What follows belongs to an exercise in optimizing a design on an open flow for small area, a short achievable clock period and few clock cycles; a production flow would make more cautious choices.
Where RTL was checked, it was by simulation tests only, not by an equivalence proof against the original.
Function not checked in runs 3 to 5: the RTL went through the layout flow alone.
Power figures rest on the tool's default switching activity, not on a simulated workload.

$ cat flow/config.mk
export PLATFORM = sky130hd
export DESIGN_NAME = proc
export DESIGN_NICKNAME = proc
export VERILOG_FILES = /design/flow/design.v
export SDC_FILE = /design/flow/constraint.sdc
export NUM_CORES = 4
export LEC_CHECK = 0
export ABC_AREA = 1
export CAP_MARGIN = 20
export CORE_MARGIN = 2
export CORE_UTILIZATION = 40
export PLACE_DENSITY = 0.6
export SLEW_MARGIN = 20
export TNS_END_PERCENT = 0
$ cat flow/constraint.sdc
create_clock -name core_clock -period 12.0 [get_ports {clk}]
set_input_delay 2.4000 -clock core_clock [delete_from_list [all_inputs] [get_ports {clk}]]
set_output_delay 2.4000 -clock core_clock [all_outputs]
set_load 0.01 [all_outputs]
$ cat flow/design.v
module proc (
   imem_addr, dmem_addr, dmem_wdata, dmem_we, halted,
   clk, rst, imem_data, dmem_rdata
   );
   input clk;
   input rst;
   input [15:0] imem_data;
   input [15:0] dmem_rdata;
   output [15:0] imem_addr;
   output [15:0] dmem_addr;
   output [15:0] dmem_wdata;
   output dmem_we;
   output halted;
   reg [15:0] ir;       
   reg        v;        
   reg        hf;       
   reg [15:0] pcn;      
   reg [15:0] ra;       
   reg [15:0] rb;       
   reg [15:0] rw;       
   reg        sub;      
   reg [15:0] r0, r1, r2, r3, r4, r5, r6, r7;
   wire [4:0] op = ir[15:11];
   wire [2:0] rs = ir[10:8];
   wire [2:0] rt = ir[7:5];
   wire [2:0] rd = ir[4:2];
   wire is_halt  = (op == 5'b00000);
   wire is_j     = (op[4:2] == 3'b001);                    
   wire is_link  = (op[4:1] == 4'b0011);                   
   wire is_br    = (op[4:2] == 3'b011);
   wire is_alui  = (op[4:2] == 3'b010);                    
   wire is_shi   = (op[4:2] == 3'b101);                    
   wire is_st    = (op == 5'b10000);
   wire is_ld    = (op == 5'b10001);
   wire is_slbi  = (op == 5'b10010);
   wire is_stu   = (op == 5'b10011);
   wire is_lbi   = (op == 5'b11000);
   wire is_btr   = (op == 5'b11001);
   wire is_shr   = (op == 5'b11010);
   wire is_arr   = (op == 5'b11011);
   wire is_set   = (op[4:2] == 3'b111);
   wire [15:0] p = ra ^ rb;
   wire [15:0] g = ra & rb;
   wire [15:0] g1, p1, g2, p2, g3, p3, g4, p4;
   genvar gi;
   generate for (gi = 0; gi < 16; gi = gi + 1) begin : g_pfx
      if (gi % 2 == 1) begin : l1a
         assign g1[gi] = g[gi] | (p[gi] & g[gi - 1]);
         assign p1[gi] = p[gi] & p[gi - 1];
      end else begin : l1b
         assign g1[gi] = g[gi]; assign p1[gi] = p[gi];
      end
      if (gi % 4 >= 2) begin : l2a
         assign g2[gi] = g1[gi] | (p1[gi] & g1[gi - (gi % 4) + 1]);
         assign p2[gi] = p1[gi] & p1[gi - (gi % 4) + 1];
      end else begin : l2b
         assign g2[gi] = g1[gi]; assign p2[gi] = p1[gi];
      end
      if (gi % 8 >= 4) begin : l3a
         assign g3[gi] = g2[gi] | (p2[gi] & g2[gi - (gi % 8) + 3]);
         assign p3[gi] = p2[gi] & p2[gi - (gi % 8) + 3];
      end else begin : l3b
         assign g3[gi] = g2[gi]; assign p3[gi] = p2[gi];
      end
      if (gi >= 8) begin : l4a
         assign g4[gi] = g3[gi] | (p3[gi] & g3[7]);
      end else begin : l4b
         assign g4[gi] = g3[gi];
      end
   end endgenerate
   wire [15:0] sum = p ^ {g4[14:0], 1'b0};
   wire cout = g4[15];
   wire eq = &p;                                           
   wire le = (ra[15] ^ rb[15]) ? sum[15] : ra[15];         
   reg set_r;
   always @(*) begin
      case (op[1:0])
        2'b00: set_r = eq;
        2'b01: set_r = le & ~eq;
        2'b10: set_r = le;
        default: set_r = cout;
      endcase
   end
   wire [1:0] shop = is_shi ? op[1:0] : ir[1:0];          
   wire [3:0] amt  = rb[3:0];
   wire left = ~shop[1];
   wire [15:0] arev;
   generate for (gi = 0; gi < 16; gi = gi + 1) begin : g_rev
      assign arev[gi] = ra[15 - gi];
   end endgenerate
   wire [15:0] sx = left ? arev : ra;
   wire [15:0] s1 = amt[0] ? {sx[0], sx[15:1]} : sx;
   wire [15:0] s2 = amt[1] ? {s1[1:0], s1[15:2]} : s1;
   wire [15:0] s3 = amt[2] ? {s2[3:0], s2[15:4]} : s2;
   wire [15:0] s4 = amt[3] ? {s3[7:0], s3[15:8]} : s3;
   wire [15:0] mask = 16'hFFFF >> amt;
   wire [15:0] sm = shop[0] ? (s4 & mask) : s4;
   wire [15:0] smrev;
   generate for (gi = 0; gi < 16; gi = gi + 1) begin : g_rev2
      assign smrev[gi] = sm[15 - gi];
   end endgenerate
   wire [15:0] shift_r = left ? smrev : sm;
   wire lxor = is_alui ? ~op[0] : ~ir[0];
   wire [15:0] logic_r = lxor ? p : (p & ra);
   wire sel_sum = (is_alui & ~op[1]) | is_stu | (is_arr & ~ir[1]);
   wire sel_log = (is_alui & op[1]) | (is_arr & ir[1]);
   wire sel_sh  = is_shi | is_shr;
   wire [15:0] wdata = ({16{sel_sum}} & (sum ^ {16{sub}}))
                     | ({16{sel_log}} & logic_r)
                     | ({16{sel_sh}}  & shift_r)
                     | {15'h0000, is_set & set_r}
                     | ({16{is_btr}}  & arev)
                     | ({16{is_slbi}} & {ra[7:0], ir[7:0]})
                     | ({16{is_lbi}}  & {{8{ir[7]}}, ir[7:0]})
                     | ({16{is_ld}}   & dmem_rdata)
                     | ({16{is_link}} & pcn);
   wire act = v & ~hf;
   wire wen = act & (is_alui | is_shi | is_ld | is_slbi | is_stu | op[4:3] == 2'b11 | is_link);
   reg [2:0] wsel;
   always @(*) begin
      if (is_link) wsel = 3'd7;
      else if (is_alui | is_shi | is_ld) wsel = rt;
      else if (is_stu | is_slbi | is_lbi) wsel = rs;
      else wsel = rd;
   end
   wire [15:0] wd = rst ? 16'h0000 : wdata;
   wire [7:0] wdec = 8'b1 << wsel;
   wire [7:0] we = {8{rst}} | ({8{wen}} & wdec);
   always @(posedge clk) begin
      if (we[0]) r0 <= wd;
      if (we[1]) r1 <= wd;
      if (we[2]) r2 <= wd;
      if (we[3]) r3 <= wd;
      if (we[4]) r4 <= wd;
      if (we[5]) r5 <= wd;
      if (we[6]) r6 <= wd;
      if (we[7]) r7 <= wd;
   end
   assign dmem_addr  = sum;
   assign dmem_wdata = rw;
   assign dmem_we    = act & (is_st | is_stu);
   wire wz = ~|rw;
   reg bcond;
   always @(*) begin
      case (op[1:0])
        2'b00: bcond = wz;
        2'b01: bcond = ~wz;
        2'b10: bcond = rw[15];
        default: bcond = ~rw[15];
      endcase
   end
   wire take = v & (is_j | (is_br & bcond));
   assign imem_addr = take ? sum : pcn;
   wire [15:0] pcn_next = imem_addr + 16'd2;
   wire [15:0] fi = imem_data;
   wire [4:0] fop = fi[15:11];
   wire f_br  = (fop[4:2] == 3'b011);
   wire f_pc  = f_br | (fop[4:2] == 3'b001 && !fop[0]);    
   wire [2:0] fa = fi[10:8];
   wire [2:0] fb = f_br ? fi[10:8] : fi[7:5];
   wire [7:0] fa1 = 8'b1 << fa;
   wire [7:0] fb1 = 8'b1 << fb;
   wire [15:0] rda = ({16{fa1[0]}} & r0) | ({16{fa1[1]}} & r1) | ({16{fa1[2]}} & r2) | ({16{fa1[3]}} & r3)
                   | ({16{fa1[4]}} & r4) | ({16{fa1[5]}} & r5) | ({16{fa1[6]}} & r6) | ({16{fa1[7]}} & r7);
   wire [15:0] rdb = ({16{fb1[0]}} & r0) | ({16{fb1[1]}} & r1) | ({16{fb1[2]}} & r2) | ({16{fb1[3]}} & r3)
                   | ({16{fb1[4]}} & r4) | ({16{fb1[5]}} & r5) | ({16{fb1[6]}} & r6) | ({16{fb1[7]}} & r7);
   wire fwa = wen & (wsel == fa);
   wire fwb = wen & (wsel == fb);
   wire [15:0] opa = fwa ? wdata : rda;
   wire [15:0] opb = fwb ? wdata : rdb;
   wire f_sub = (fop == 5'b01001) | (fop == 5'b11011 && fi[1:0] == 2'b01)
              | (fop[4:2] == 3'b111 && fop[1:0] != 2'b11);
   reg [15:0] fimm;
   always @(*) begin
      if (fop[4:2] == 3'b001) fimm = fop[0] ? {8'h00, fi[7:0]} : {{5{fi[10]}}, fi[10:0]};
      else if (f_br) fimm = {{8{fi[7]}}, fi[7:0]};
      else fimm = {{11{fi[4]}}, fi[4:0]};
   end
   wire [15:0] fb_val = (fop[4] & fop[3]) ? opb : fimm;
   always @(posedge clk) begin
      ir  <= fi;
      ra  <= f_pc ? pcn_next : opa;
      rb  <= fb_val ^ {16{f_sub}};
      rw  <= opb;
      sub <= f_sub;
   end
   always @(posedge clk) begin
      if (rst) begin
         v   <= 1'b0;
         hf  <= 1'b0;
         pcn <= 16'h0000;
      end else begin
         v   <= 1'b1;
         hf  <= hf | (v & is_halt);
         pcn <= pcn_next;
      end
   end
   assign halted = hf | (v & is_halt);
endmodule
$ cat flow/flow/run.sh
#!/bin/bash
# The standard layout (the standard.sh: standard synthesis, ORFS floorplan to finish)
# with these changes, all passed to ORFS as make variables:
#  - ADDER_MAP_FILE is empty, so synthesis skips ORFS's adder step (extract_fa and the
#    mapping of adders to the ha/fa cells) and ABC maps the adders as plain logic;
#    the registers are those of the standard synthesis;
#  - repair_timing aims at a larger setup slack (SETUP_SLACK_MARGIN) at the design's
#    unchanged clock period;
#  - every input and output port still gets its own buffer, a plain buf_2 instead of
#    the delay cell (clkdlybuf4s50_1) that buffer_ports picks by default;
#  - clock tree synthesis as ORFS runs it, with clkbuf_8 and without dummy loads.
# make's output goes to flow_make.log; each ORFS step writes its own log under orfs/logs.
set -euo pipefail
rm -rf orfs_scripts
cp -r "$FLOW_HOME/scripts" orfs_scripts
cp flow/abc_area.script orfs_scripts/abc_area.script
bash standard.sh SCRIPTS_DIR="$PWD/orfs_scripts" SETUP_SLACK_MARGIN=7.5 ADDER_MAP_FILE= \
  "BUFFER_PORTS_ARGS=-buffer_cell sky130_fd_sc_hd__buf_2" \
  "CTS_ARGS=-sink_clustering_enable -repair_clock_nets -dont_use_dummy_load -buf_list sky130_fd_sc_hd__clkbuf_8" \
  finish > flow_make.log 2>&1
$ cat flow/flow/abc_area.script
strash
balance
rewrite
refactor
balance
rewrite
rewrite -z
balance
refactor -z
rewrite -z
balance
dch
map -a
topo
stime -c
buffer -c
upsize -c
dnsize -c
$ cat flow/standard.sh
#!/bin/bash
# synth_recipe.tcl (not shown) runs the flow's synth.tcl, then flattens the netlist and writes it again
# the make line also repeats each setting of config.mk as NAME=value (left out here)
make -C /OpenROAD-flow-scripts/flow DESIGN_CONFIG=/design/flow/config.mk WORK_HOME=/design/flow/orfs CLKGATE_MAP_FILE= SYNTH_SCRIPT=/design/flow/synth_recipe.tcl "${@:-finish}"
==> results of run 1 <==
cell type report:
class                           instances  area share (%)
Multi-Input combinational cell        967            40.7
Timing Repair Buffer                  129            5.70
Sequential cell                       211            41.0
Inverter                              177            5.11
Clock buffer                           38            3.88
Tap cell                              384            3.57
Timing Repair inverter                  1          0.0371
timing repair:
action	4_1_cts	5_1_grt
pin swaps	6	3
setup buffers	13	2
setup endpoints to repair	67	73
gates cloned	1	0
gates resized for setup	29	8
how the worst max path moves through the flow:
stage	startpoint	end	slack, ns	cells past startpoint
floorplan	imem_data[13]	rb[14]	7.39	15
detailed placement	rb[0]	imem_addr[13]	6.18	16
CTS	rb[1]	imem_addr[15]	6.58	19
global route	rb[1]	imem_addr[15]	6.47	19
global placement	rb[0]	imem_addr[13]	6.23	16
finish	rw[10]	imem_addr[1]	6.62	11
per-stage QoR:
stage	total power [mW]	instance area (um2)
after floorplan	1.38	11800
after global placement	1.67	12700
after detailed placement	1.67	12700
after CTS	2.23	13400
after global routing	2.36	13500
final	2.25	13500
layer usage:
| metal | GRT usage (%) | wire length, um | vias to the layer above |
|---|---|---|---|
| met5 | 0 | 0 | - |
| met4 | 16.0 | 2750 | 0 |
| met3 | 5.65 | 3960 | 148 |
| met2 | 51.5 | 22800 | 663 |
| met1 | 38.2 | 18700 | 5375 |
| li1 | - | - | 5254 |
kinds of logic after synthesis:
kind of cell / after synthesis
multiplexers: 7
AO/OA/AOI/OAI: 437
AND/OR/NAND/NOR: 485
XOR/XNOR: 38
buffers and inverters: 233
flip-flops: 211
cells in the final DEF (no fill, tap or decap), types with 7 or more instances in the layout:
cell type                   Yosys  routed
sky130_fd_sc_hd__nand2_1      242     242
sky130_fd_sc_hd__nor2_1       156     151
sky130_fd_sc_hd__xor2_1        21      21
sky130_fd_sc_hd__o2111ai_1      8       8
sky130_fd_sc_hd__o21ai_1       28      28
sky130_fd_sc_hd__a31oi_1       32      32
sky130_fd_sc_hd__buf_2         10      83
sky130_fd_sc_hd__dfxtp_1       83      76
sky130_fd_sc_hd__xnor2_1       16      16
sky130_fd_sc_hd__mux2i_1        7       7
sky130_fd_sc_hd__a22oi_1       55      55
sky130_fd_sc_hd__a41oi_1       11      11
sky130_fd_sc_hd__a32oi_1        8       8
sky130_fd_sc_hd__nand3_1       28      28
sky130_fd_sc_hd__nor3_1        17      13
sky130_fd_sc_hd__o211ai_1      12      12
sky130_fd_sc_hd__buf_4          7      43
sky130_fd_sc_hd__o21ai_0      114     100
sky130_fd_sc_hd__inv_1        158     154
sky130_fd_sc_hd__a211oi_1       8       8
sky130_fd_sc_hd__o21ai_2        7      20
sky130_fd_sc_hd__o22ai_1       22      22
sky130_fd_sc_hd__o221ai_1       7       7
sky130_fd_sc_hd__inv_2         16      15
sky130_fd_sc_hd__a21oi_1       52      51
sky130_fd_sc_hd__clkbuf_8       0      38
sky130_fd_sc_hd__a221oi_1      50      50
sky130_fd_sc_hd__nand4_1       10      10
sky130_fd_sc_hd__edfxtp_1     128     128
sky130_fd_sc_hd__nor2_2         8      11
worst max-delay path, cell delays in order (launching register included):
cell and delay (ns):
sky130_fd_sc_hd__dfxtp_1 0.32, sky130_fd_sc_hd__nor4_4 0.38, sky130_fd_sc_hd__nand2_1 0.22, sky130_fd_sc_hd__o21ai_1 0.17, sky130_fd_sc_hd__o311ai_1 0.10, sky130_fd_sc_hd__and3_1 0.18
sky130_fd_sc_hd__o21ai_4 0.11, sky130_fd_sc_hd__buf_4 0.30, sky130_fd_sc_hd__inv_6 0.14, sky130_fd_sc_hd__nand2_1 0.16, sky130_fd_sc_hd__nand2_2 0.17, sky130_fd_sc_hd__buf_2 0.19
synthesized netlist by cell type, types with 8 or more instances:
| library cell | n |
|---|---|
| sky130_fd_sc_hd__a211oi_1 | 8 |
| sky130_fd_sc_hd__a21oi_1 | 52 |
| sky130_fd_sc_hd__a221oi_1 | 50 |
| sky130_fd_sc_hd__a22oi_1 | 55 |
| sky130_fd_sc_hd__a31oi_1 | 32 |
| sky130_fd_sc_hd__a32oi_1 | 8 |
| sky130_fd_sc_hd__a41oi_1 | 11 |
| sky130_fd_sc_hd__buf_2 | 10 |
| sky130_fd_sc_hd__clkbuf_1 | 36 |
| sky130_fd_sc_hd__dfxtp_1 | 83 |
| sky130_fd_sc_hd__edfxtp_1 | 128 |
| sky130_fd_sc_hd__inv_1 | 158 |
| sky130_fd_sc_hd__inv_2 | 16 |
| sky130_fd_sc_hd__nand2_1 | 242 |
| sky130_fd_sc_hd__nand3_1 | 28 |
| sky130_fd_sc_hd__nand4_1 | 10 |
| sky130_fd_sc_hd__nor2_1 | 156 |
| sky130_fd_sc_hd__nor2_2 | 8 |
| sky130_fd_sc_hd__nor3_1 | 17 |
| sky130_fd_sc_hd__o2111ai_1 | 8 |
| sky130_fd_sc_hd__o211ai_1 | 12 |
| sky130_fd_sc_hd__o21ai_0 | 114 |
| sky130_fd_sc_hd__o21ai_1 | 28 |
| sky130_fd_sc_hd__o22ai_1 | 22 |
| sky130_fd_sc_hd__xnor2_1 | 16 |
| sky130_fd_sc_hd__xor2_1 | 21 |
flip-flops by register name, summed over array words and instances, names as in the netlist:
register,cells
r4,16
r7,16
r3,16
rb,16
r5,16
r0,16
r1,16
pcn,16
r6,16
rw,16
v,1
ra,16
hf,1
ir,16
r2,16
sub,1
power by group through the flow:
stage | sequential, mW | combinational, mW | clock, mW
2_1_floorplan | 0.932 | 0.452 | 0
3_3_place_gp | 0.968 | 0.701 | 0
3_5_place_dp | 0.968 | 0.699 | 0
4_1_cts | 0.954 | 0.732 | 0.544
5_1_grt | 0.961 | 0.821 | 0.578
6_report | 0.957 | 0.759 | 0.533
==> results_tabular.tex, run 1 <==
\begin{tabular}{lr}
\hline
Metric & Value \\
\hline
\multicolumn{2}{l}{\textbf{Finish}} \\
End-of-flow core utilization & a little under half \\
Multi-input combinational cell area & between 5000 and 6000 um2 \\
Count of inserted antenna diode cells & 0 \\
Number of nets in the finished design & approximately 1600 \\
Relative area change from synthesis to final layout & 14.5\% \\
Post-route insts no fill & approximately 1900 \\
Register Area & between 5000 and 6000 um2 \\
Fraction of layout instances using a drive strength above 1 & around 17\% \\
Filler cell count in the final layout & $\sim$2900 \\
\multicolumn{2}{l}{\textbf{Min path}} \\
Min-Delay Path Depth & 2 \\
Hold WC Path Type & flop to flop \\
Worst Min Path Start & hf \\
Worst hold endpoint & hf \\
\multicolumn{2}{l}{\textbf{Logic synthesis}} \\
Async set-reset flop share out of synthesis & 0\% \\
Post-synthesis compound-gate area fraction & 24.8\% \\
Share of Yosys cell area claimed by the top area cell type & 32.7\% \\
Netlist area before placement & 11800 um2 \\
Dominant synthesized flop cell & sky130\_fd\_sc\_hd\_\_edfxtp\_1 \\
Sequential element share of the synthesized area & roughly 47\% \\
Synthesized Nets & 1445 \\
Ranking of synthesized cells by area & sky130\_fd\_sc\_hd\_\_edfxtp\_1 33\%, sky130\_fd\_sc\_hd\_\_dfxtp\_1 14\%, sky130\_fd\_sc\_hd\_\_nand2\_1 7.7\% \\
XOR/XNOR Fraction of Synth Area & 2.89\% \\
Largest family of logic cells by synthesized area & compound AO/OA/AOI/OAI gates \\
FF+latch count, synth & roughly 210 \\
Warnings, synthesis & 1 \\
Post-synth cell types & 61 \\
Share of synthesized cell area in full adder, half adder and majority cells & 0\% \\
Number of enable-type register cells in the synthesized netlist & 128 \\
Number of cells produced by synthesis & approximately 1400 \\
Synth area leader & sky130\_fd\_sc\_hd\_\_edfxtp\_1 \\
Share of cell area taken by muxes after synthesis & less than 1\% \\
Synthesized area divided by synthesized cell count & approximately 8.3 um2 \\
Area share of and/or/nand/nor cells after synthesis & 17.1\% \\
\multicolumn{2}{l}{\textbf{CTS}} \\
Number of clock sinks seen by CTS & 211 \\
\# hold bufs at CTS & 0 \\
Clock transition time at the flip-flop clock pins of the worst setup and hold paths & approximately 0.060 ns \\
Root cell of the clock tree & sky130\_fd\_sc\_hd\_\_clkbuf\_8 \\
Buffer levels on the longest clock path & 3 \\
Total clock buffers created by CTS & 38 \\
Clock latency on the worst-skew pair & around 0.53 ns \\
CTS tree & built \\
CTS HTree Levels & 2 \\
\multicolumn{2}{l}{\textbf{Timing}} \\
Unrepaired setup endpoints after global routing & yes \\
Setup WS post-layout & $\sim$6.6 ns \\
Endpoints failing hold & 0 \\
Worst slew margin relative to its limit & between 20\% and 30\% \\
Count of final max-slew check failures & 0 \\
Final worst clock skew & between 0.05 and 0.06 ns \\
Final Setup Violations & 0 \\
Highest clock frequency the design can meet & $\sim$0.19 GHz \\
Transition time at the pin with the least slew margin & 1.10 ns \\
Final critical-path required period & 5.38 ns \\
Smallest hold slack & around 0.5 ns \\
Total negative slack for setup checks & 0 ns \\
Share of the clock period used by the worst path after layout & 44.8\% \\
\multicolumn{2}{l}{\textbf{GRT}} \\
Number of antenna violations at the first check in global routing & 0 \\
Global-route wire length before repair & approximately 70000 um \\
Overflow left after global routing & 0 \\
Number of global-route vias before repair & 10807 \\
Total routing usage reported by global routing & slightly above 30\% \\
Largest net degree at the start of global routing & 50 \\
\multicolumn{2}{l}{\textbf{Setup path}} \\
Type of the worst setup path & flop to output port \\
Crit path required time & roughly 9.6 ns \\
R2R setup slack & between 7 and 8 ns \\
R2R Path End & ra[0] \\
Kind of end point of the critical path & output port \\
Worst reg-to-reg path cell count & 18 \\
Largest driver fanout on the critical path & 17 \\
Element type at the critical path start & flop \\
Crit path arrival time & between 2 and 3 ns \\
Worst flop-to-flop path startpoint & ir[12] \\
\multicolumn{2}{l}{\textbf{Route}} \\
WL per Instance & 25.3 um \\
Detailed-route wire length & 48300 um \\
DR vias/cell & roughly 6.0 \\
Number of violations reported at the end of detailed-routing iteration 0 & between 1000 and 1500 \\
1st-pass router iterations & 8 \\
Number of remaining DRC errors & 0 \\
Antenna viol nets, final & 0 \\
Vias after detailed routing & between 10000 and 15000 \\
\multicolumn{2}{l}{\textbf{Pwr}} \\
Power share of the combinational group & between 30\% and 40\% \\
Clock power share & a little under a quarter \\
Part of the power in registers & $\sim$43\% \\
Worst IR drop on VDD & $\sim$0.083 mV \\
Internal power consumption & 1.39 mW \\
Switch Pwr & 0.862 mW \\
Switching share of power & a little under two fifths \\
P\_leak & $\sim$5.4 nW \\
Power per cell area & between 150 and 200 nW/um2 \\
\multicolumn{2}{l}{\textbf{Floorplan}} \\
Boundary pin count & 84 \\
Die Span Y & approximately 180 um \\
Placeable core area & 28900 um2 \\
Overall die area & around 30000 um2 \\
Initial standard-cell utilization of the core & roughly two fifths \\
Die Width & between 150 and 200 um \\
Number of rows in the core area & 62 \\
\multicolumn{2}{l}{\textbf{Place}} \\
Count of input and output buffers & 83 \\
Number of placed instances, taps included & around 1900 \\
Worst setup slack before clock tree synthesis & 6.18 ns \\
Gp weighted congestion & between 0.9 and 1 \\
Dpl hpwl & roughly 36000 um \\
\multicolumn{2}{l}{\textbf{Flow run}} \\
Count of maximum capacitance violations & 0 \\
\multicolumn{2}{l}{\textbf{Outcome}} \\
Outcome & no timing/DRC/antenna violations \\
\hline
\end{tabular}
Testbench counts, summed over its fixed seeds: cycles 36,069.
==> run 2, diff against run 1 <==
==> flow/flow/run.sh (replaced) <==
#!/bin/bash
# The standard layout (the standard.sh: standard synthesis, ORFS floorplan to finish)
# with these changes:
#  - ABC maps the logic with flow/abc_area.script (ABC_AREA is 1) instead of ORFS's
#    abc_area.script; ORFS's scripts are copied into the work folder for that, nothing
#    else in them changes, and the registers are those of the standard synthesis;
#  - repair_timing aims at a larger setup slack (SETUP_SLACK_MARGIN) at the design's
#    unchanged clock period;
#  - every input and output port still gets its own buffer, a plain buf_2 instead of
#    the delay cell (clkdlybuf4s50_1) that buffer_ports picks by default;
#  - clock tree synthesis without dummy loads.
set -euo pipefail
rm -rf orfs_scripts
cp -r "$FLOW_HOME/scripts" orfs_scripts
cp flow/abc_area.script orfs_scripts/abc_area.script
bash standard.sh SCRIPTS_DIR="$PWD/orfs_scripts" SETUP_SLACK_MARGIN=7 \
  "BUFFER_PORTS_ARGS=-buffer_cell sky130_fd_sc_hd__buf_2" \
  "CTS_ARGS=-sink_clustering_enable -repair_clock_nets -dont_use_dummy_load " \
  finish > flow_make.log 2>&1
==> flow/flow/abc_area.script (replaced) <==
strash
dc2
balance
dch
map -B 0.9
topo
stime -c
buffer -c
upsize -c
dnsize -c
==> run 2 against run 1 <==
Still clean. Sequential share of layout area shrank 3.2 points. Flip-flop and latch count is the same. Sequential power shrank 2.2%. Critical path type unchanged. Largest power group unchanged.
==> results_tabular.tex, run 2 <==
\begin{tabular}{lr}
\hline
Metric & Value \\
\hline
\multicolumn{2}{l}{\textbf{Floorplan}} \\
Overall die area & 33400 um2 (+8.2\%) \\
Boundary pin count & 84 (unchanged) \\
Placeable core area & 31500 um2 (+9.1\%) \\
Die Width & 183 um (+4.0\%) \\
Die Span Y & 183 um (+4.0\%) \\
Number of rows in the core area & 65 (+4.8\%) \\
Initial standard-cell utilization of the core & 40.6\% (-0.23 points) \\
\multicolumn{2}{l}{\textbf{Logic synthesis}} \\
FF+latch count, synth & 211 (unchanged) \\
Synth area leader & sky130\_fd\_sc\_hd\_\_edfxtp\_1 \\
Post-synth cell types & 60 (-1.6\%) \\
Most used standard cells in the synthesized netlist & 381 x sky130\_fd\_sc\_hd\_\_nand2\_1, 201 x sky130\_fd\_sc\_hd\_\_inv\_1, 150 x sky130\_fd\_sc\_hd\_\_nand3\_1 \\
Warnings, synthesis & 1 (unchanged) \\
Number of enable-type register cells in the synthesized netlist & 128 (unchanged) \\
Dominant synthesized flop cell & sky130\_fd\_sc\_hd\_\_edfxtp\_1 \\
Ranking of synthesized cells by area & sky130\_fd\_sc\_hd\_\_edfxtp\_1 30\%, sky130\_fd\_sc\_hd\_\_dfxtp\_1 13\%, sky130\_fd\_sc\_hd\_\_nand2\_1 11\% \\
Synthesized Nets & 1690 (+17\%) \\
Most instantiated library cell after synthesis & sky130\_fd\_sc\_hd\_\_nand2\_1 \\
Async set-reset flop share out of synthesis & 0\% (unchanged) \\
Sequential element share of the synthesized area & 43.1\% (-3.6 points) \\
Number of cells produced by synthesis & 1620 (+15\%) \\
Netlist area before placement & 12800 um2 (+8.4\%) \\
Share of Yosys cell area claimed by the top area cell type & 30.1\% (-2.5 points) \\
Synthesized area divided by synthesized cell count & 7.88 um2 (-5.5\%) \\
\multicolumn{2}{l}{\textbf{GRT}} \\
Number of antenna violations at the first check in global routing & 0 (unchanged) \\
Global Route met3 Usage & 3.91\% (-1.7 points) \\
Overflow left after global routing & 0 (unchanged) \\
Met1 global-route usage & 38.8\% (+0.58 points) \\
Total routing usage reported by global routing & 28.9\% (-1.9 points) \\
Most Used Layer, Global Route & met2 \\
Global-route wire length before repair & 72200 um (+2.8\%) \\
Number of global-route vias before repair & 11499 (+6.4\%) \\
Global Route met2 Usage & 47.5\% (-4.0 points) \\
Largest net degree at the start of global routing & 50 (unchanged) \\
\multicolumn{2}{l}{\textbf{Setup path}} \\
Type of the worst setup path & flop to output port \\
Crit path arrival time & 3.02 ns (+0.04 ns) \\
Crit path required time & 9.60 ns (about the same) \\
Element type at the critical path start & flop \\
Largest driver fanout on the critical path & 5 (-12) \\
R2R setup slack & 8.09 ns (+0.69 ns) \\
Kind of end point of the critical path & output port \\
Worst reg-to-reg path cell count & 15 (-3) \\
Worst flop-to-flop path startpoint & rb[5] \\
R2R Path End & r2[9] \\
\multicolumn{2}{l}{\textbf{Route}} \\
DR vias/cell & 5.85 (-2.4\%) \\
Antenna viol nets, final & 0 (unchanged) \\
Number of violations reported at the end of detailed-routing iteration 0 & 1463 (+22\%) \\
1st-pass router iterations & 6 (-2) \\
Number of remaining DRC errors & 0 (unchanged) \\
Detailed-route wire length & 49000 um (+1.4\%) \\
Vias after detailed routing & 12362 (+8.1\%) \\
WL per Instance & 23.2 um (-8.4\%) \\
\multicolumn{2}{l}{\textbf{Timing}} \\
Worst slew margin relative to its limit & 25.9\% (-0.80 points) \\
Highest clock frequency the design can meet & 0.185 GHz (-0.73\%) \\
Unrepaired setup endpoints after global routing & yes \\
Total negative slack for setup checks & 0 ns (unchanged) \\
Final worst clock skew & 0.0585 ns (-0.000552 ns) \\
Final Setup Violations & 0 (unchanged) \\
Transition time at the pin with the least slew margin & 1.11 ns (+0.0131 ns) \\
Share of the clock period used by the worst path after layout & 45.1\% (+0.33 points) \\
Count of final max-slew check failures & 0 (unchanged) \\
Endpoints failing hold & 0 (unchanged) \\
Final critical-path required period & 5.42 ns (+0.0396 ns) \\
\multicolumn{2}{l}{\textbf{Place}} \\
Number of placed instances, taps included & 2067 (+12\%) \\
Gp weighted congestion & 0.984 (-1.3\%) \\
Dpl hpwl & 36300 um (+2.3\%) \\
Count of input and output buffers & 83 (unchanged) \\
\multicolumn{2}{l}{\textbf{CTS}} \\
Root cell of the clock tree & sky130\_fd\_sc\_hd\_\_clkbuf\_16 \\
Clock transition time at the flip-flop clock pins of the worst setup and hold paths & 0.06 ns (about the same) \\
Clock latency on the worst-skew pair & 0.54 ns (about the same) \\
\# hold bufs at CTS & 0 (unchanged) \\
Total clock buffers created by CTS & 24 (-37\%) \\
Buffer levels on the longest clock path & 3 (unchanged) \\
CTS tree & built \\
Number of clock sinks seen by CTS & 211 (unchanged) \\
CTS HTree Levels & 1 (-1) \\
\multicolumn{2}{l}{\textbf{Min path}} \\
Hold WC Path Type & flop to flop \\
Worst hold endpoint & hf \\
Worst Min Path Start & hf \\
Min-Delay Path Depth & 2 (unchanged) \\
\multicolumn{2}{l}{\textbf{Finish}} \\
Fraction of layout instances using a drive strength above 1 & 15.2\% (-1.7 points) \\
Relative area change from synthesis to final layout & 14.6\% (about the same) \\
Commonest cells after routing, fill and taps aside & 377 x sky130\_fd\_sc\_hd\_\_nand2\_1, 197 x sky130\_fd\_sc\_hd\_\_inv\_1, 148 x sky130\_fd\_sc\_hd\_\_nand3\_1 \\
Number of nets in the finished design & 1782 (+14\%) \\
Post-route insts no fill & 2112 (+11\%) \\
Most common cell after layout, fill and taps aside & sky130\_fd\_sc\_hd\_\_nand2\_1 \\
Count of inserted antenna diode cells & 0 (unchanged) \\
\multicolumn{2}{l}{\textbf{Pwr}} \\
Worst IR drop on VDD & 0.119 mV (+43\%) \\
P\_leak & 6.28 nW (+16\%) \\
Power per cell area & 160 nW/um2 (-4.2\%) \\
\multicolumn{2}{l}{\textbf{Outcome}} \\
Outcome & no timing/DRC/antenna violations \\
\multicolumn{2}{l}{\textbf{Flow run}} \\
Count of maximum capacitance violations & 0 (unchanged) \\
\hline
\end{tabular}
-- run 2: changes by cell type after synthesis, sizes merged, moves of 15 or more --
cell / delta
a221oi: -15
o22ai: +17
nor2: -64
inv: +47
ha: +32
nand3: +125
o21ai: -16
nand2: +143
a22oi: -33
a31oi: -23
-- run 2: metrics by stage --
stage / hold WS [ns] / util, % / power [mW] / setup WS, ns / area, um2
4_1_cts: 0.484 / 46.3 / 2.32 / 6.62 / 14600
2_1_floorplan: 0.451 / - / 1.39 / 6.95 / 12800
6_report: 0.483 / 46.5 / 2.34 / 6.58 / 14600
5_1_grt: 0.524 / 46.5 / 2.45 / 6.46 / 14600
3_3_place_gp: 0.465 / 43.3 / 1.65 / 5.90 / 13600
3_5_place_dp: 0.474 / 43.3 / 1.66 / 5.79 / 13600
-- run 2: kinds of logic (layout without fill, tap and decap cells) --
group	Yosys count	after routing	share of synthesized area, %
buffers and inverters	288	378	9.04
XOR/XNOR	22	22	1.51
AND/OR/NAND/NOR	704	704	24.3
adder cells (fa/ha/maj)	36	36	3.76
flip-flops	211	211	43.1
AO/OA/AOI/OAI	359	359	18.2
-- run 2: final cells by class --
class | instances | area, um2
clock buffers | 24 | 601
repair inverters | 1 | 5.00
repair buffers | 124 | 773
flip-flops and latches | 211 | 5520
fillers | 3099 | 16800
well taps | 402 | 503
inverters | 229 | 880
multi-input cells | 1121 | 6340
-- run 2: power breakdown --
part / internal [mW] / leakage [nW] / switching (mW) / total [mW]
combinational: 0.253 / 3.97 / 0.531 / 0.785
sequential: 0.870 / 2.02 / 0.0660 / 0.936
clock: 0.349 / 0.296 / 0.269 / 0.617
total: 1.47 / 6.28 / 0.866 / 2.34
-- run 2: per-layer routing --
metal	vias up	part of all wire, %
met3	113	8.2
met4	0	4.3
met5	-	0
li1	5761	-
met1	5788	42
met2	700	46
-- run 2: worst max-delay path by stage --
stage / endpoint / cells after the start / slack, ns / from
after floorplan: imem_addr[5] / 11 / 6.95 / rb[1]
after global placement: imem_addr[14] / 15 / 5.90 / rb[1]
after detailed placement: imem_addr[14] / 15 / 5.79 / rb[1]
after CTS: imem_addr[15] / 18 / 6.62 / rb[0]
after global routing: imem_addr[15] / 18 / 6.46 / rb[0]
final: imem_addr[9] / 13 / 6.58 / rb[5]
-- run 2: critical path, stage by stage (launching register included) --
cell,delay (ns)
sky130_fd_sc_hd__dfxtp_1,0.34
sky130_fd_sc_hd__inv_1,0.08
sky130_fd_sc_hd__ha_4,0.31
sky130_fd_sc_hd__inv_1,0.06
sky130_fd_sc_hd__nand2_1,0.05
sky130_fd_sc_hd__nand2_1,0.10
sky130_fd_sc_hd__a22oi_2,0.17
sky130_fd_sc_hd__nand3b_1,0.20
sky130_fd_sc_hd__buf_4,0.19
sky130_fd_sc_hd__fa_2,0.37
sky130_fd_sc_hd__xnor2_4,0.18
sky130_fd_sc_hd__inv_2,0.07
sky130_fd_sc_hd__o21ai_4,0.19
sky130_fd_sc_hd__buf_2,0.16
-- run 2: timing repair --
item,4_1_cts,5_1_grt
endpoints found under the setup margin,39,44
buffers inserted,17,2
gates resized for setup,46,8
pin swaps,9,3
gates cloned,2,0
==> run 3, diff against run 2 <==
--- a/flow/design.v
+++ b/flow/design.v
@@ -19,6 +19,7 @@
    reg [15:0] rb;       
    reg [15:0] rw;       
    reg        sub;      
+   reg [3:0]  samt;     
    reg [15:0] r0, r1, r2, r3, r4, r5, r6, r7;
    wire [4:0] op = ir[15:11];
    wire [2:0] rs = ir[10:8];
@@ -82,24 +83,25 @@
       endcase
    end
    wire [1:0] shop = is_shi ? op[1:0] : ir[1:0];          
-   wire [3:0] amt  = rb[3:0];
-   wire left = ~shop[1];
+   wire [15:0] s1 = samt[0] ? {ra[0], ra[15:1]} : ra;
+   wire [15:0] s2 = samt[1] ? {s1[1:0], s1[15:2]} : s1;
+   wire [15:0] s3 = samt[2] ? {s2[3:0], s2[15:4]} : s2;
+   wire [15:0] s4 = samt[3] ? {s3[7:0], s3[15:8]} : s3;
+   wire [15:0] mask_r = 16'hFFFF >> samt;                  
+   reg [15:0] mask;
+   always @(*) begin
+      case (shop)
+        2'b01: mask = (samt == 4'd0) ? 16'hFFFF : ~mask_r;   
+        2'b11: mask = mask_r;                                
+        default: mask = 16'hFFFF;                            
+      endcase
+   end
+   wire [15:0] shift_r = s4 & mask;
    wire [15:0] arev;
-   generate for (gi = 0; gi < 16; gi = gi + 1) begin : g_rev
-      assign arev[gi] = ra[15 - gi];
+   genvar gr;
+   generate for (gr = 0; gr < 16; gr = gr + 1) begin : g_rev
+      assign arev[gr] = ra[15 - gr];
    end endgenerate
-   wire [15:0] sx = left ? arev : ra;
-   wire [15:0] s1 = amt[0] ? {sx[0], sx[15:1]} : sx;
-   wire [15:0] s2 = amt[1] ? {s1[1:0], s1[15:2]} : s1;
-   wire [15:0] s3 = amt[2] ? {s2[3:0], s2[15:4]} : s2;
-   wire [15:0] s4 = amt[3] ? {s3[7:0], s3[15:8]} : s3;
-   wire [15:0] mask = 16'hFFFF >> amt;
-   wire [15:0] sm = shop[0] ? (s4 & mask) : s4;
-   wire [15:0] smrev;
-   generate for (gi = 0; gi < 16; gi = gi + 1) begin : g_rev2
-      assign smrev[gi] = sm[15 - gi];
-   end endgenerate
-   wire [15:0] shift_r = left ? smrev : sm;
    wire lxor = is_alui ? ~op[0] : ~ir[0];
    wire [15:0] logic_r = lxor ? p : (p & ra);
    wire sel_sum = (is_alui & ~op[1]) | is_stu | (is_arr & ~ir[1]);
@@ -177,12 +179,16 @@
       else fimm = {{11{fi[4]}}, fi[4:0]};
    end
    wire [15:0] fb_val = (fop[4] & fop[3]) ? opb : fimm;
+   wire f_shi = (fop[4:2] == 3'b101);
+   wire [3:0] f_amt = f_shi ? fi[3:0] : opb[3:0];
+   wire f_left = f_shi ? ~fop[1] : ~fi[1];
    always @(posedge clk) begin
       ir  <= fi;
       ra  <= f_pc ? pcn_next : opa;
       rb  <= fb_val ^ {16{f_sub}};
       rw  <= opb;
       sub <= f_sub;
+      samt <= f_left ? 4'd0 - f_amt : f_amt;
    end
    always @(posedge clk) begin
       if (rst) begin
==> flow/flow/run.sh (replaced) <==
#!/bin/bash
# The standard layout (the standard.sh: standard synthesis, ORFS floorplan to finish)
# with two choices of cells changed:
#  - every input and output port still gets its own buffer, but a plain buf_2 instead of
#    the delay cell (clkdlybuf4s50_1) that buffer_ports picks by default;
#  - clock tree synthesis as ORFS runs it, without dummy loads.
set -euo pipefail
bash standard.sh SETUP_SLACK_MARGIN=7 SKIP_LAST_GASP=1 \
  "BUFFER_PORTS_ARGS=-buffer_cell sky130_fd_sc_hd__buf_2" \
  "CTS_ARGS=-sink_clustering_enable -repair_clock_nets -dont_use_dummy_load -buf_list sky130_fd_sc_hd__clkbuf_8 -sink_clustering_size 20" \
  finish > flow_make.log 2>&1
--- a/flow/config.mk
+++ b/flow/config.mk
@@ -11,4 +11,3 @@
 export CORE_UTILIZATION = 40
 export PLACE_DENSITY = 0.6
 export SLEW_MARGIN = 20
-export TNS_END_PERCENT = 0
removed: flow/flow/abc_area.script
==> run 3 against run 2 <==
Power grew 9.1%. Still clean. Cell count rose by 13%. Setup slack better by 0.20 ns. Critical endpoint unchanged. Highest routed layer is now met5. Worst hold slack improved by 0.010 ns. Fmax is 3.9% higher. Synthesized area increased by 5.6%. Combinational power rose by 27%.
==> results_tabular.tex, run 3 <==
\begin{tabular}{lr}
\hline
Metric & Value \\
\hline
\multicolumn{2}{l}{\textbf{Timing}} \\
Endpoints failing hold & 0 (unchanged) \\
Worst slew margin relative to its limit & 33.2\% (+7.2 points) \\
Final Setup Violations & 0 (unchanged) \\
Final critical-path required period & 5.22 ns (-0.202 ns) \\
Highest clock frequency the design can meet & 0.192 GHz (+3.9\%) \\
Unrepaired setup endpoints after global routing & yes \\
Transition time at the pin with the least slew margin & 0.999 ns (-0.112 ns) \\
Final worst clock skew & 0.0606 ns (+0.00213 ns) \\
Total negative slack for setup checks & 0 ns (unchanged) \\
Setup WS post-layout & 6.78 ns (+0.202 ns) \\
Share of the clock period used by the worst path after layout & 43.5\% (-1.7 points) \\
Count of final max-slew check failures & 0 (unchanged) \\
\multicolumn{2}{l}{\textbf{Logic synthesis}} \\
Ranking of synthesized cells by area & sky130\_fd\_sc\_hd\_\_edfxtp\_1 29\%, sky130\_fd\_sc\_hd\_\_nand2\_1 15\%, sky130\_fd\_sc\_hd\_\_dfxtp\_1 13\% \\
Post-synth cell types & 54 (-10\%) \\
Netlist area before placement & 13500 um2 (+5.6\%) \\
Most instantiated library cell after synthesis & sky130\_fd\_sc\_hd\_\_nand2\_1 \\
Number of enable-type register cells in the synthesized netlist & 128 (unchanged) \\
Sequential element share of the synthesized area & 41.4\% (-1.7 points) \\
FF+latch count, synth & 215 (+1.9\%) \\
Warnings, synthesis & 1 (unchanged) \\
Synth area leader & sky130\_fd\_sc\_hd\_\_edfxtp\_1 \\
Dominant synthesized flop cell & sky130\_fd\_sc\_hd\_\_edfxtp\_1 \\
Synthesized Nets & 1879 (+11\%) \\
Most used standard cells in the synthesized netlist & 526 x sky130\_fd\_sc\_hd\_\_nand2\_1, 207 x sky130\_fd\_sc\_hd\_\_inv\_1, 156 x sky130\_fd\_sc\_hd\_\_nand3\_1 \\
Share of Yosys cell area claimed by the top area cell type & 28.5\% (-1.6 points) \\
Number of cells produced by synthesis & 1809 (+12\%) \\
Synthesized area divided by synthesized cell count & 7.45 um2 (-5.4\%) \\
Async set-reset flop share out of synthesis & 0\% (unchanged) \\
\multicolumn{2}{l}{\textbf{Setup path}} \\
Type of the worst setup path & flop to output port \\
Crit path required time & 9.60 ns (about the same) \\
Crit path arrival time & 2.82 ns (-0.20 ns) \\
Worst reg-to-reg path cell count & 14 (-1) \\
Largest driver fanout on the critical path & 4 (-1) \\
Element type at the critical path start & flop \\
Kind of end point of the critical path & output port \\
\multicolumn{2}{l}{\textbf{Floorplan}} \\
Boundary pin count & 84 (unchanged) \\
Number of rows in the core area & 67 (+3.1\%) \\
Initial standard-cell utilization of the core & 40.4\% (-0.16 points) \\
Die Span Y & 188 um (+2.7\%) \\
Placeable core area & 33400 um2 (+6.0\%) \\
Overall die area & 35200 um2 (+5.5\%) \\
Die Width & 188 um (+2.7\%) \\
\multicolumn{2}{l}{\textbf{GRT}} \\
Global-route wire length before repair & 79200 um (+9.7\%) \\
Largest net degree at the start of global routing & 33 (-34\%) \\
Total routing usage reported by global routing & 30.1\% (+1.2 points) \\
Overflow left after global routing & 0 (unchanged) \\
Number of global-route vias before repair & 12733 (+11\%) \\
Number of antenna violations at the first check in global routing & 1 (+1) \\
\multicolumn{2}{l}{\textbf{Route}} \\
Number of violations reported at the end of detailed-routing iteration 0 & 1839 (+26\%) \\
Met2 wirelength from detailed routing & 24800 um (+11\%) \\
WL per Instance & 23.0 um (-0.91\%) \\
Number of remaining DRC errors & 0 (unchanged) \\
DR vias/cell & 5.76 (-1.6\%) \\
Antenna viol nets, final & 0 (unchanged) \\
Detailed-route wire length & 54700 um (+12\%) \\
1st-pass router iterations & 6 (unchanged) \\
Vias after detailed routing & 13719 (+11\%) \\
Met3 wire len & 5710 um (+42\%) \\
Highest signal layer in the routed design & met5 \\
Metal-1 WL & 21400 um (+3.8\%) \\
\multicolumn{2}{l}{\textbf{Pwr}} \\
P\_leak & 7.02 nW (+12\%) \\
Power per cell area & 163 nW/um2 (+1.9\%) \\
Worst IR drop on VDD & 0.0929 mV (-22\%) \\
Overall power of the completed layout & 2.55 mW (+9.1\%) \\
\multicolumn{2}{l}{\textbf{Outcome}} \\
Outcome & no timing/DRC/antenna violations \\
\multicolumn{2}{l}{\textbf{CTS}} \\
Buffer levels on the longest clock path & 3 (unchanged) \\
Number of clock sinks seen by CTS & 215 (+1.9\%) \\
CTS HTree Levels & 2 (+1) \\
CTS tree & built \\
Total clock buffers created by CTS & 40 (+67\%) \\
Clock latency on the worst-skew pair & 0.55 ns (about the same) \\
\# hold bufs at CTS & 0 (unchanged) \\
Root cell of the clock tree & sky130\_fd\_sc\_hd\_\_clkbuf\_8 \\
Clock transition time at the flip-flop clock pins of the worst setup and hold paths & 0.05 ns (about the same) \\
\multicolumn{2}{l}{\textbf{Place}} \\
Gp weighted congestion & 0.977 (-0.77\%) \\
Placed Instance Area & 14400 um2 (+5.5\%) \\
Worst setup slack before clock tree synthesis & 6.46 ns (+0.664 ns) \\
Count of input and output buffers & 83 (unchanged) \\
Dpl hpwl & 39900 um (+9.9\%) \\
Number of placed instances, taps included & 2304 (+11\%) \\
\multicolumn{2}{l}{\textbf{Finish}} \\
Relative area change from synthesis to final layout & 16.3\% \\
Most common cell after layout, fill and taps aside & sky130\_fd\_sc\_hd\_\_nand2\_1 \\
Number of nets in the finished design & 2005 (+13\%) \\
Post-route insts no fill & 2381 (+13\%) \\
Count of inserted antenna diode cells & 0 (unchanged) \\
Commonest cells after routing, fill and taps aside & 506 x sky130\_fd\_sc\_hd\_\_nand2\_1, 193 x sky130\_fd\_sc\_hd\_\_inv\_1, 151 x sky130\_fd\_sc\_hd\_\_nand3\_1 \\
Fraction of layout instances using a drive strength above 1 & 18.7\% (+3.5 points) \\
Final std cell area, no fill & 15700 um2 (+7.1\%) \\
\multicolumn{2}{l}{\textbf{Min path}} \\
Hold WC Path Type & flop to flop \\
Min-Delay Path Depth & 2 (unchanged) \\
\multicolumn{2}{l}{\textbf{Flow run}} \\
Count of maximum capacitance violations & 0 (unchanged) \\
\hline
\end{tabular}
-- run 3: cell count changes after synthesis, sizes merged, moves of 12 or more --
| cell | change |
|---|---|
| nand3 | +12 |
| nand2 | +160 |
| nand4 | +20 |
| nor2 | +34 |
| o22ai | -12 |
| a221oi | -14 |
| a21oi | +26 |
-- run 3: logic make-up after synthesis --
group	after synthesis	share of synthesized area (%)
fa+ha+maj	36	3.56
mux	2	0.149
xor+xnor	17	1.10
flops	215	41.4
simple gates	921	29.9
buf+inv	288	8.68
compound gates	330	15.1
-- run 3: worst paths after layout --
kind | start | to | slack [ns]
max reg2reg | ir[14] | rb[3] | 8.21
max | rb[0] | imem_addr[9] | 6.78
min reg2reg | hf | hf | 0.49
min | hf | hf | 0.49
-- run 3: power by group --
group	internal (mW)	total (mW)	switching (mW)
combinational	0.328	0.995	0.666
clock	0.293	0.574	0.281
sequential	0.896	0.983	0.0877
total	1.52	2.55	1.04
-- run 3: worst max-delay path, stage by stage, from the launching register on --
cell and delay, ns:
sky130_fd_sc_hd__dfxtp_2 0.33, sky130_fd_sc_hd__ha_2 0.17, sky130_fd_sc_hd__inv_2 0.04, sky130_fd_sc_hd__fa_2 0.34
sky130_fd_sc_hd__inv_2 0.06, sky130_fd_sc_hd__nand2_2 0.06, sky130_fd_sc_hd__nand2_4 0.10, sky130_fd_sc_hd__nand2_4 0.05
sky130_fd_sc_hd__nand2_4 0.07, sky130_fd_sc_hd__inv_2 0.04, sky130_fd_sc_hd__fa_2 0.35, sky130_fd_sc_hd__xnor2_2 0.22
sky130_fd_sc_hd__nand3_1 0.13, sky130_fd_sc_hd__nand2_2 0.16, sky130_fd_sc_hd__inv_2 0.06, sky130_fd_sc_hd__buf_6 0.12
-- run 3: stage by stage --
| step | utilization, % | hold slack [ns] |
|---|---|---|
| global route | 47.0 | 0.547 |
| detailed placement | 43.1 | 0.490 |
| CTS | 45.8 | 0.498 |
| global placement | 43.1 | 0.480 |
| finish | 47.0 | 0.493 |
| floorplan | - | 0.463 |
-- run 3: cell type report --
cell class              count  area (um2)
flip-flops and latches    215        5610
multi-input cells        1307        7150
clock buffers              40         551
fillers                  3333       17700
repair buffers            142         923
well taps                 448         561
inverters                 229         876
-- run 3: per-layer routing --
| metal | up-vias | track usage (%) |
|---|---|---|
| li1 | 6328 | - |
| met1 | 6438 | 38.2 |
| met2 | 785 | 48.1 |
| met3 | 166 | 6.87 |
| met4 | 2 | 15.5 |
| met5 | - | 0 |
-- run 3: repair_timing --
item	in CTS	in global routing
cloned	1	0
resized for setup	61	61
buffers inserted	18	18
hold endpoints to repair	0	0
endpoints found under the setup margin	27	27
pin swaps	13	24
==> run 4, diff against run 3 <==
--- a/flow/design.v
+++ b/flow/design.v
@@ -160,16 +160,14 @@
    wire f_pc  = f_br | (fop[4:2] == 3'b001 && !fop[0]);    
    wire [2:0] fa = fi[10:8];
    wire [2:0] fb = f_br ? fi[10:8] : fi[7:5];
-   wire [7:0] fa1 = 8'b1 << fa;
-   wire [7:0] fb1 = 8'b1 << fb;
-   wire [15:0] rda = ({16{fa1[0]}} & r0) | ({16{fa1[1]}} & r1) | ({16{fa1[2]}} & r2) | ({16{fa1[3]}} & r3)
-                   | ({16{fa1[4]}} & r4) | ({16{fa1[5]}} & r5) | ({16{fa1[6]}} & r6) | ({16{fa1[7]}} & r7);
-   wire [15:0] rdb = ({16{fb1[0]}} & r0) | ({16{fb1[1]}} & r1) | ({16{fb1[2]}} & r2) | ({16{fb1[3]}} & r3)
-                   | ({16{fb1[4]}} & r4) | ({16{fb1[5]}} & r5) | ({16{fb1[6]}} & r6) | ({16{fb1[7]}} & r7);
    wire fwa = wen & (wsel == fa);
    wire fwb = wen & (wsel == fb);
-   wire [15:0] opa = fwa ? wdata : rda;
-   wire [15:0] opb = fwb ? wdata : rdb;
+   wire [7:0] fa1 = (8'b1 << fa) & {8{~fwa}};
+   wire [7:0] fb1 = (8'b1 << fb) & {8{~fwb}};
+   wire [15:0] opa = ({16{fwa}} & wdata) | ({16{fa1[0]}} & r0) | ({16{fa1[1]}} & r1) | ({16{fa1[2]}} & r2) | ({16{fa1[3]}} & r3)
+                   | ({16{fa1[4]}} & r4) | ({16{fa1[5]}} & r5) | ({16{fa1[6]}} & r6) | ({16{fa1[7]}} & r7);
+   wire [15:0] opb = ({16{fwb}} & wdata) | ({16{fb1[0]}} & r0) | ({16{fb1[1]}} & r1) | ({16{fb1[2]}} & r2) | ({16{fb1[3]}} & r3)
+                   | ({16{fb1[4]}} & r4) | ({16{fb1[5]}} & r5) | ({16{fb1[6]}} & r6) | ({16{fb1[7]}} & r7);
    wire f_sub = (fop == 5'b01001) | (fop == 5'b11011 && fi[1:0] == 2'b01)
               | (fop[4:2] == 3'b111 && fop[1:0] != 2'b11);
    reg [15:0] fimm;
--- a/flow/flow/run.sh
+++ b/flow/flow/run.sh
@@ -5,7 +5,7 @@
 #    the delay cell (clkdlybuf4s50_1) that buffer_ports picks by default;
 #  - clock tree synthesis as ORFS runs it, without dummy loads.
 set -euo pipefail
-bash standard.sh SETUP_SLACK_MARGIN=7 SKIP_LAST_GASP=1 \
+bash standard.sh SETUP_SLACK_MARGIN=7 \
   "BUFFER_PORTS_ARGS=-buffer_cell sky130_fd_sc_hd__buf_2" \
   "CTS_ARGS=-sink_clustering_enable -repair_clock_nets -dont_use_dummy_load -buf_list sky130_fd_sc_hd__clkbuf_8 -sink_clustering_size 20" \
   finish > flow_make.log 2>&1
==> run 4 against run 3 <==
Highest routed layer unchanged. Wire length down 1.2%. Register-to-register slack worse by 0.95 ns. Critical endpoint unchanged. Still clean. Largest power group unchanged. Sequential share of layout area up 0.050 points. Critical path depth down 2. Power up 1.6%. Non-clock buffer count up 6. Global-route usage up 1.1 points. Count of clock-buffer cells in the layout down 2. Die area down 1.5%. Design area up 0.13%. Combinational power up 5%.
==> results_tabular.tex, run 4 <==
\begin{tabular}{lr}
\hline
Metric & Value \\
\hline
\multicolumn{2}{l}{\textbf{Route}} \\
Number of remaining DRC errors & 0 (unchanged) \\
WL per Instance & 22.5 um (-1.9\%) \\
Antenna viol nets, final & 0 (unchanged) \\
Detailed-route wire length & 54100 um (-1.2\%) \\
Vias after detailed routing & 13455 (-1.9\%) \\
Number of violations reported at the end of detailed-routing iteration 0 & 1623 (-12\%) \\
1st-pass router iterations & 8 (+2) \\
DR vias/cell & 5.61 (-2.7\%) \\
\multicolumn{2}{l}{\textbf{Min path}} \\
Min-Delay Path Depth & 2 (unchanged) \\
Hold WC Path Type & flop to flop \\
\multicolumn{2}{l}{\textbf{Timing}} \\
Worst slew margin relative to its limit & 38.4\% (+5.2 points) \\
Count of final max-slew check failures & 0 (unchanged) \\
Final worst clock skew & 0.0671 ns (+0.00643 ns) \\
Endpoints failing hold & 0 (unchanged) \\
Highest clock frequency the design can meet & 0.195 GHz (+1.5\%) \\
Final critical-path required period & 5.14 ns (-0.0794 ns) \\
Transition time at the pin with the least slew margin & 0.923 ns (-0.0763 ns) \\
Share of the clock period used by the worst path after layout & 42.8\% (-0.66 points) \\
Final Setup Violations & 0 (unchanged) \\
Unrepaired setup endpoints after global routing & yes \\
Total negative slack for setup checks & 0 ns (unchanged) \\
\multicolumn{2}{l}{\textbf{GRT}} \\
Largest net degree at the start of global routing & 41 (+24\%) \\
Overflow left after global routing & 0 (unchanged) \\
Global-route wire length before repair & 78700 um (-0.65\%) \\
Number of antenna violations at the first check in global routing & 4 (+3) \\
Number of global-route vias before repair & 12468 (-2.1\%) \\
Total routing usage reported by global routing & 31.2\% (+1.1 points) \\
\multicolumn{2}{l}{\textbf{Finish}} \\
Number of nets in the finished design & 2029 (+1.2\%) \\
Commonest cells after routing, fill and taps aside & 475 x sky130\_fd\_sc\_hd\_\_nand2\_1, 220 x sky130\_fd\_sc\_hd\_\_inv\_1, 162 x sky130\_fd\_sc\_hd\_\_nor2\_1 \\
Final std cell area, no fill & 15700 um2 (+0.13\%) \\
Relative area change from synthesis to final layout & 18.2\% \\
Count of inserted antenna diode cells & 0 (unchanged) \\
Most common cell after layout, fill and taps aside & sky130\_fd\_sc\_hd\_\_nand2\_1 \\
Fraction of layout instances using a drive strength above 1 & 19.0\% (+0.28 points) \\
\multicolumn{2}{l}{\textbf{Logic synthesis}} \\
Most used standard cells in the synthesized netlist & 500 x sky130\_fd\_sc\_hd\_\_nand2\_1, 243 x sky130\_fd\_sc\_hd\_\_inv\_1, 168 x sky130\_fd\_sc\_hd\_\_nor2\_1 \\
Dominant synthesized flop cell & sky130\_fd\_sc\_hd\_\_edfxtp\_1 \\
Number of cells produced by synthesis & 1825 (+0.88\%) \\
Share of Yosys cell area claimed by the top area cell type & 29.0\% (+0.44 points) \\
Netlist area before placement & 13300 um2 (-1.5\%) \\
Async set-reset flop share out of synthesis & 0\% (unchanged) \\
Synth area leader & sky130\_fd\_sc\_hd\_\_edfxtp\_1 \\
Warnings, synthesis & 1 (unchanged) \\
FF+latch count, synth & 215 (unchanged) \\
Post-synth cell types & 52 (-3.7\%) \\
Most instantiated library cell after synthesis & sky130\_fd\_sc\_hd\_\_nand2\_1 \\
Synthesized area divided by synthesized cell count & 7.27 um2 (-2.4\%) \\
Number of enable-type register cells in the synthesized netlist & 128 (unchanged) \\
Sequential element share of the synthesized area & 42.1\% (+0.64 points) \\
Ranking of synthesized cells by area & sky130\_fd\_sc\_hd\_\_edfxtp\_1 29\%, sky130\_fd\_sc\_hd\_\_nand2\_1 14\%, sky130\_fd\_sc\_hd\_\_dfxtp\_1 13\% \\
Synthesized Nets & 1895 (+0.85\%) \\
\multicolumn{2}{l}{\textbf{CTS}} \\
Clock transition time at the flip-flop clock pins of the worst setup and hold paths & 0.06 ns (about the same) \\
Total clock buffers created by CTS & 38 (-5.0\%) \\
Number of clock sinks seen by CTS & 215 (unchanged) \\
Buffer levels on the longest clock path & 3 (unchanged) \\
CTS tree & built \\
CTS HTree Levels & 2 (unchanged) \\
Clock latency on the worst-skew pair & 0.56 ns (about the same) \\
Root cell of the clock tree & sky130\_fd\_sc\_hd\_\_clkbuf\_8 \\
\multicolumn{2}{l}{\textbf{Setup path}} \\
Cell chain of the critical path & ha\_4 > inv\_2 > fa\_2 > inv\_2 > nand2\_2 > nand2\_2 > nand2\_2 > nand2\_4 > inv\_2 > fa\_2 > xnor2\_4 > o21ai\_2 > buf\_2 \\
Crit path required time & 9.60 ns (about the same) \\
Delay contributed by the slowest stage of the critical path & 0.38 ns (+0.03 ns) \\
Largest driver fanout on the critical path & 3 (-1) \\
Element type at the critical path start & flop \\
Crit path arrival time & 2.74 ns (-0.08 ns) \\
Worst reg-to-reg path cell count & 14 (unchanged) \\
Crit path max-delay cell type & sky130\_fd\_sc\_hd\_\_fa\_2 \\
Type of the worst setup path & flop to output port \\
Kind of end point of the critical path & output port \\
\multicolumn{2}{l}{\textbf{Floorplan}} \\
Placeable core area & 32600 um2 (-2.2\%) \\
Initial standard-cell utilization of the core & 40.7\% (+0.29 points) \\
Boundary pin count & 84 (unchanged) \\
Number of rows in the core area & 66 (-1.5\%) \\
Die Span Y & 186 um (-0.75\%) \\
Die Width & 186 um (-0.75\%) \\
Overall die area & 34700 um2 (-1.5\%) \\
\multicolumn{2}{l}{\textbf{Pwr}} \\
Part of the power in registers & 38.3\% (-0.2 points) \\
Switching share of power & 40.3\% (-0.21 points) \\
Worst IR drop on VDD & 0.0880 mV (-5.2\%) \\
Power share of the combinational group & 40.3\% (+1.3 points) \\
Clock power share & 21.4\% (-1.1 points) \\
Power per cell area & 165 nW/um2 (+1.4\%) \\
Internal power consumption & 1.55 mW (+1.9\%) \\
P\_leak & 7.16 nW (+1.9\%) \\
Switch Pwr & 1.05 mW (+1.0\%) \\
\multicolumn{2}{l}{\textbf{Flow run}} \\
Count of maximum capacitance violations & 0 (unchanged) \\
\multicolumn{2}{l}{\textbf{Place}} \\
Gp weighted congestion & 1.01 (+3.0\%) \\
Placed Instance Area & 14100 um2 (-1.8\%) \\
Count of input and output buffers & 83 (unchanged) \\
Dpl hpwl & 41000 um (+2.6\%) \\
\multicolumn{2}{l}{\textbf{Outcome}} \\
Outcome & no timing/DRC/antenna violations \\
\hline
\end{tabular}
run 4: cell families (layout without fill, tap and decap cells):
logic type / Yosys count / after routing / synth area share [%]
buf+inv: 317 / 449 / 9.41
compound gates: 307 / 307 / 13.3
flops: 215 / 215 / 42.1
fa+ha+maj: 36 / 36 / 3.62
simple gates: 930 / 930 / 30.2
xor+xnor: 19 / 19 / 1.25
mux: 1 / 1 / 0.0754
run 4: stage by stage:
stage               cells  util (%)  worst slack, ns  hold WS (ns)  power (mW)
global placement     2313      43.3             6.53         0.476        1.82
global route         2399      48.1             6.76         0.523        2.72
CTS                  2382      46.7             6.86         0.494        2.46
finish               2399      48.1             6.86         0.492        2.59
floorplan            1825         -             7.22         0.456        1.49
detailed placement   2314      43.3             6.56         0.486        1.81
run 4: repair_timing:
action                                  4_1_cts  5_1_grt
cloned                                        1        0
hold buffers                                  0        0
endpoints found under the setup margin       28       41
setup buffers                                29       17
resized for setup                           116       74
pin swaps                                    28       25
run 4: final timing paths:
| check | slack [ns] | endpoint | from |
|---|---|---|---|
| setup / recovery | 6.86 | imem_addr[9] | rb[0] |
| hold / removal | 0.49 | hf | hf |
| setup reg to reg | 7.26 | ra[3] | ir[14] |
| hold reg to reg | 0.49 | hf | hf |
run 4: area by class of cell:
| class | instances | area, um2 |
|---|---|---|
| Inverter | 263 | 996 |
| Fill cell | 3246 | 16900 |
| Timing Repair Buffer | 148 | 1060 |
| Multi-Input combinational cell | 1293 | 6940 |
| Sequential cell | 215 | 5620 |
| Clock buffer | 38 | 523 |
| Tap cell | 442 | 553 |
run 4: worst max-delay path: cells and delay by family, from the launching register on:
kind	cells	cell delay [ns]
compound gates	1	0.23
xor+xnor	1	0.17
fa+ha+maj	3	0.85
buf+inv	4	0.30
flops	1	0.37
simple gates	4	0.28
run 4: power by group through the flow:
| stage | sequential [mW] | combinational [mW] | clock (mW) |
|---|---|---|---|
| after floorplan | 0.955 | 0.533 | 0 |
| final | 0.994 | 1.04 | 0.555 |
| after detailed placement | 0.996 | 0.818 | 0 |
| after global routing | 1.00 | 1.13 | 0.591 |
| after CTS | 0.986 | 0.914 | 0.563 |
| after global placement | 0.997 | 0.820 | 0 |
run 4: metal layers:
metal  global-route usage [%]  part of all wire [%]  up-vias
met5                        0                  0.11        -
met4                     17.2                   6.0        8
met3                     6.70                   9.2      170
met2                     48.7                    44      711
met1                     40.4                    41     6271
li1                         -                     -     6295
==> run 5, diff against run 4 <==
--- a/flow/flow/run.sh
+++ b/flow/flow/run.sh
@@ -7,5 +7,5 @@
 set -euo pipefail
 bash standard.sh SETUP_SLACK_MARGIN=7 \
   "BUFFER_PORTS_ARGS=-buffer_cell sky130_fd_sc_hd__buf_2" \
-  "CTS_ARGS=-sink_clustering_enable -repair_clock_nets -dont_use_dummy_load -buf_list sky130_fd_sc_hd__clkbuf_8 -sink_clustering_size 20" \
+  "CTS_ARGS=-sink_clustering_enable -repair_clock_nets -dont_use_dummy_load" \
   finish > flow_make.log 2>&1
==> run 5 against run 4 <==
Critical path type unchanged. Clock skew is 0.047 ns lower. Global-route usage shrank 0.28 points. Wire length shrank 0.53%. Worst hold slack better by 0.0034 ns. Synthesized area stayed put. Count of clock-buffer cells in the layout shrank 15. Critical endpoint unchanged. Synthesized cell count did not move. Design area is 0.34% lower. Still clean. Flip-flop and latch count stayed put.
==> results_tabular.tex, run 5 <==
\begin{tabular}{lr}
\hline
Metric & Value \\
\hline
\multicolumn{2}{l}{\textbf{Setup path}} \\
Delay contributed by the slowest stage of the critical path & 0.38 ns (about the same) \\
Element type at the critical path start & flop \\
CP delay by family, top & adder cells \\
Buffering stage count on the worst path with inverters included & 4 (unchanged) \\
\multicolumn{2}{l}{\textbf{GRT}} \\
Global-route wire length before repair & 78300 um (-0.53\%) \\
\multicolumn{2}{l}{\textbf{Timing}} \\
Share of the clock period used by the worst path after layout & 43.2\% (+0.36 points) \\
Highest clock frequency the design can meet & 0.193 GHz (-0.84\%) \\
Unrepaired setup endpoints after global routing & yes \\
Final Setup Violations & 0 (unchanged) \\
\multicolumn{2}{l}{\textbf{Floorplan}} \\
Number of rows in the core area & 66 (unchanged) \\
Placeable core area & 32600 um2 (unchanged) \\
Die Width & 186 um (unchanged) \\
\multicolumn{2}{l}{\textbf{CTS}} \\
Root cell of the clock tree & sky130\_fd\_sc\_hd\_\_clkbuf\_16 \\
\# hold bufs at CTS & 0 (unchanged) \\
Clock latency on the worst-skew pair & 0.52 ns (-0.04 ns) \\
CTS tree & built \\
Clock transition time at the flip-flop clock pins of the worst setup and hold paths & 0.06 ns (about the same) \\
\multicolumn{2}{l}{\textbf{Pwr}} \\
P\_leak & 7.11 nW (-0.69\%) \\
Power per cell area & 167 nW/um2 (+1.2\%) \\
Worst IR drop on VDD & 0.0898 mV (+2.0\%) \\
Overall power of the completed layout & 2.61 mW (+0.82\%) \\
\multicolumn{2}{l}{\textbf{Route}} \\
Number of remaining DRC errors & 0 (unchanged) \\
Number of violations reported at the end of detailed-routing iteration 0 & 1619 (-0.25\%) \\
Antenna viol nets, final & 0 (unchanged) \\
Detailed-route wire length & 53800 um (-0.53\%) \\
\multicolumn{2}{l}{\textbf{Outcome}} \\
Outcome & no timing/DRC/antenna violations \\
\multicolumn{2}{l}{\textbf{Place}} \\
Count of input and output buffers & 83 (unchanged) \\
Dpl hpwl & 41000 um (unchanged) \\
\multicolumn{2}{l}{\textbf{Logic synthesis}} \\
Dominant synthesized flop cell & sky130\_fd\_sc\_hd\_\_edfxtp\_1 \\
Warnings, synthesis & 1 (unchanged) \\
Post-synth cell types & 52 (unchanged) \\
Ranking of synthesized cells by area & sky130\_fd\_sc\_hd\_\_edfxtp\_1 29\%, sky130\_fd\_sc\_hd\_\_nand2\_1 14\%, sky130\_fd\_sc\_hd\_\_dfxtp\_1 13\% \\
\multicolumn{2}{l}{\textbf{Min path}} \\
Hold WC Path Type & flop to flop \\
\multicolumn{2}{l}{\textbf{Flow run}} \\
Count of maximum capacitance violations & 0 (unchanged) \\
\hline
\end{tabular}
-- run 5: cell families (layout without fill, tap and decap cells) --
| family | after synthesis | after routing | share of synthesized area [%] |
|---|---|---|---|
| buf+inv | 317 | 428 | 9.41 |
| flops | 215 | 215 | 42.1 |
| other cells | 0 | 1 | 0 |
| fa+ha+maj | 36 | 36 | 3.62 |
| mux | 1 | 1 | 0.0754 |
| compound gates | 307 | 307 | 13.3 |
| simple gates | 930 | 930 | 30.2 |
| xor+xnor | 19 | 19 | 1.25 |
-- run 5: worst min-delay path, cell delays in order, from the launching register on --
cell	delay, ns
sky130_fd_sc_hd__dfxtp_1	0.30
sky130_fd_sc_hd__inv_1	0.08
sky130_fd_sc_hd__a21oi_1	0.07
-- run 5: final timing paths --
check / slack (ns) / startpoint / cells past startpoint / endpoint
setup / recovery: 6.82 / rb[0] / 13 / imem_addr[9]
hold / removal: 0.50 / hf / 2 / hf
setup reg to reg: 7.36 / ir[14] / 14 / ra[3]
hold reg to reg: 0.50 / hf / 2 / hf
-- run 5: metal layers --
| layer | vias to the layer above | track usage [%] | share of wire (%) |
|---|---|---|---|
| met3 | 153 | 5.96 | 9.0 |
| met2 | 705 | 49.2 | 45 |
| met4 | 2 | 15.1 | 5.5 |
| li1 | 6253 | - | - |
| met1 | 6229 | 40.5 | 41 |
| met5 | - | 0 | 0.017 |
-- run 5: where the power goes --
| group | internal, mW | total (mW) | switching [mW] |
|---|---|---|---|
| clock network | 0.335 | 0.607 | 0.272 |
| logic | 0.346 | 1.01 | 0.668 |
| registers | 0.898 | 0.992 | 0.0936 |
-- run 5: final cells by class --
type	instances	area, um2	area share, %
flip-flops and latches	215	5620	35.9
clock buffers	23	576	3.68
well taps	442	553	3.54
inverters	263	996	6.37
repair buffers	142	970	6.20
multi-input cells	1293	6920	44.3
diodes	1	2.50	0.0160
-- run 5: metrics by stage --
stage               cell area (um2)  util, %
floorplan                     13300        -
detailed placement            14100     43.3
CTS                           15200     46.7
global placement              14100     43.3
finish                        15600     47.9
global route                  15600     47.9
-- run 5: timing repair --
item / in CTS / in global routing
buffers inserted: 24 / 16
endpoints found under the setup margin: 28 / 42
pin swaps: 23 / 30
resized for setup: 107 / 69
cloned: 1 / 0

Re-timed with assumed drivers on the ports (clkbuf_16 on the clock, buf_2 on other inputs), run 5 has 6.771 ns of setup slack against 6.821 ns with ideal ports, and 6.747 ns once port delays also move by the mid clock arrival of 0.563 ns.
